This is an optimization exercise on Yosys and OpenROAD, whose aim is small area, not a production implementation.
In this exercise RTL edits were held to simulation tests only and were not proved equivalent to the original.
Power and IR drop assume default switching activity.

Setup of run a:
// wbuart
module	wbuart(i_clk, i_rst,
		i_wb_cyc, i_wb_stb, i_wb_we, i_wb_addr, i_wb_data,
			o_wb_ack, o_wb_stall, o_wb_data,
		i_uart_rx, o_uart_tx, i_cts_n, o_rts_n,
		o_uart_rx_int, o_uart_tx_int,
		o_uart_rxfifo_int, o_uart_txfifo_int);
Size in the first run: ~1600 cells after synthesis, about 480 flip-flops, roughly 81 I/O pins, ~20000 um^2 of cells after synthesis.
export LEC_CHECK = 0
export CAP_MARGIN = 20
export CORE_MARGIN = 2
export CORE_UTILIZATION = 75
export SLEW_MARGIN = 20
create_clock -name core_clock -period 10.0 [get_ports {i_clk}]
standard.sh (not shown) runs the stock make flow with config.mk's settings and CLKGATE_MAP_FILE= SYNTH_SCRIPT=/design/flow/synth_recipe.tcl, a recipe that flattens the netlist after the stock synthesis.
==> flow/flow/run.sh <==
#!/bin/bash
# Standard ORFS layout with two changes: ports get the smallest buffer
# (sky130_fd_sc_hd__buf_1), and clock tree synthesis clusters the sinks
# without dummy loads.  All of ORFS's output goes to standard.log here and
# to the per-step logs under orfs/logs/.
set -euo pipefail
export BUFFER_PORTS_ARGS="-buffer_cell sky130_fd_sc_hd__buf_1"
export CTS_ARGS="-sink_clustering_enable -repair_clock_nets -dont_use_dummy_load -sink_clustering_size 10 -sink_clustering_max_diameter 45 -buf_list sky130_fd_sc_hd__clkbuf_4"
bash standard.sh > standard.log 2>&1
Run a: no failed stages, no open violations at the end
Input changes introduced in run b (baseline for comparison: run a):
# run a
export LEC_CHECK = 0
export CAP_MARGIN = 20
export CORE_MARGIN = 2
export CORE_UTILIZATION = 75
export SLEW_MARGIN = 20
create_clock -name core_clock -period 10.0 [get_ports {i_clk}]
# run b
export LEC_CHECK = 0
export CAP_MARGIN = 20
export CORE_MARGIN = 2
export CORE_UTILIZATION = 80
export SLEW_MARGIN = 20
create_clock -name core_clock -period 10.0 [get_ports {i_clk}]
-- flow/flow/run.sh --
<<< run a, line 8
export CTS_ARGS="-sink_clustering_enable -repair_clock_nets -dont_use_dummy_load -sink_clustering_size 10 -sink_clustering_max_diameter 45 -buf_list sky130_fd_sc_hd__clkbuf_4"
>>> run b, line 8
export CTS_ARGS="-sink_clustering_enable -repair_clock_nets -dont_use_dummy_load -sink_clustering_size 10 -sink_clustering_max_diameter 40 -buf_list sky130_fd_sc_hd__clkbuf_4"
Notes after the runs:
Compared to run a, run b reaches a higher achievable clock. Layout buffer count excluding clock buffers in run b vs run a: down 1. Final critical-path required period down 0.23 ns in run b wrt run a.

========
Starting RTL as in the previous note.
Settings: LEC_CHECK=0, CAP_MARGIN=20, CORE_MARGIN=2, CORE_UTILIZATION=75, SLEW_MARGIN=20; clock period 10.0 ns.
==> flow/flow/run.sh <==
#!/bin/bash
# Standard ORFS layout with two changes: ports get the smallest buffer
# (sky130_fd_sc_hd__buf_1), and clock tree synthesis clusters the sinks
# without dummy loads.  All of ORFS's output goes to standard.log here and
# to the per-step logs under orfs/logs/.
set -euo pipefail
export BUFFER_PORTS_ARGS="-buffer_cell sky130_fd_sc_hd__buf_1"
export CTS_ARGS="-sink_clustering_enable -repair_clock_nets -dont_use_dummy_load -sink_clustering_size 10 -sink_clustering_max_diameter 40 -buf_list sky130_fd_sc_hd__clkbuf_4"
bash standard.sh > standard.log 2>&1
Edit:
--- a/flow/flow/run.sh
+++ b/flow/flow/run.sh
@@ -6,4 +6,4 @@
 set -euo pipefail
 export BUFFER_PORTS_ARGS="-buffer_cell sky130_fd_sc_hd__buf_1"
-export CTS_ARGS="-sink_clustering_enable -repair_clock_nets -dont_use_dummy_load -sink_clustering_size 10 -sink_clustering_max_diameter 40 -buf_list sky130_fd_sc_hd__clkbuf_4"
+export CTS_ARGS="-sink_clustering_enable -repair_clock_nets -dont_use_dummy_load -sink_clustering_size 16 -sink_clustering_max_diameter 70 -buf_list sky130_fd_sc_hd__clkbuf_8"
 bash standard.sh > standard.log 2>&1
What happened: Die area is unchanged; power is higher by 1.0%; clock skew is lower by 0.0042 ns; setup slack got worse by 0.23 ns; clock-buffer cell count is lower by 23; sequential share of layout area is lower by 0.12 points.

-- afterwards: timing with drivers on the ports --
Ports are ideal in the flow. The routed layouts listed here were re-timed in OpenROAD.
Step 1 sets driving cells, clkbuf_16 on the clock port and buf_2 on the other inputs (assumed; they add their load-dependent delay and slew).
Step 2 also shifts input and output timing later by t, the mid clock arrival at the registers, as if the neighbouring blocks saw the same clock.
Slacks: no drivers / after step 1 / after step 2; pairs: no drivers / after step 1.
run | t, ns | setup WS [ns] | slew at the worst register clock pin (ns) | cell pins on the clock port's net
run a | 0.752 | 5.605 / 5.630 / 4.878 | 0.12 / 0.12 | 1
run b | 0.754 | 5.836 / 5.860 / 5.106 | 0.11 / 0.11 | 1
the first run of note 2 | 0.766 | 5.668 / 5.692 / 4.926 | 0.11 / 0.11 | 1
the second run of note 2 | 0.591 | 5.442 / 5.471 / 4.880 | 0.11 / 0.11 | 1
After both steps every run listed still meets setup and hold. The setup slack of the first run of note 2, which loses most, moves by +0.024 ns with the drivers and by -0.742 ns with both steps.
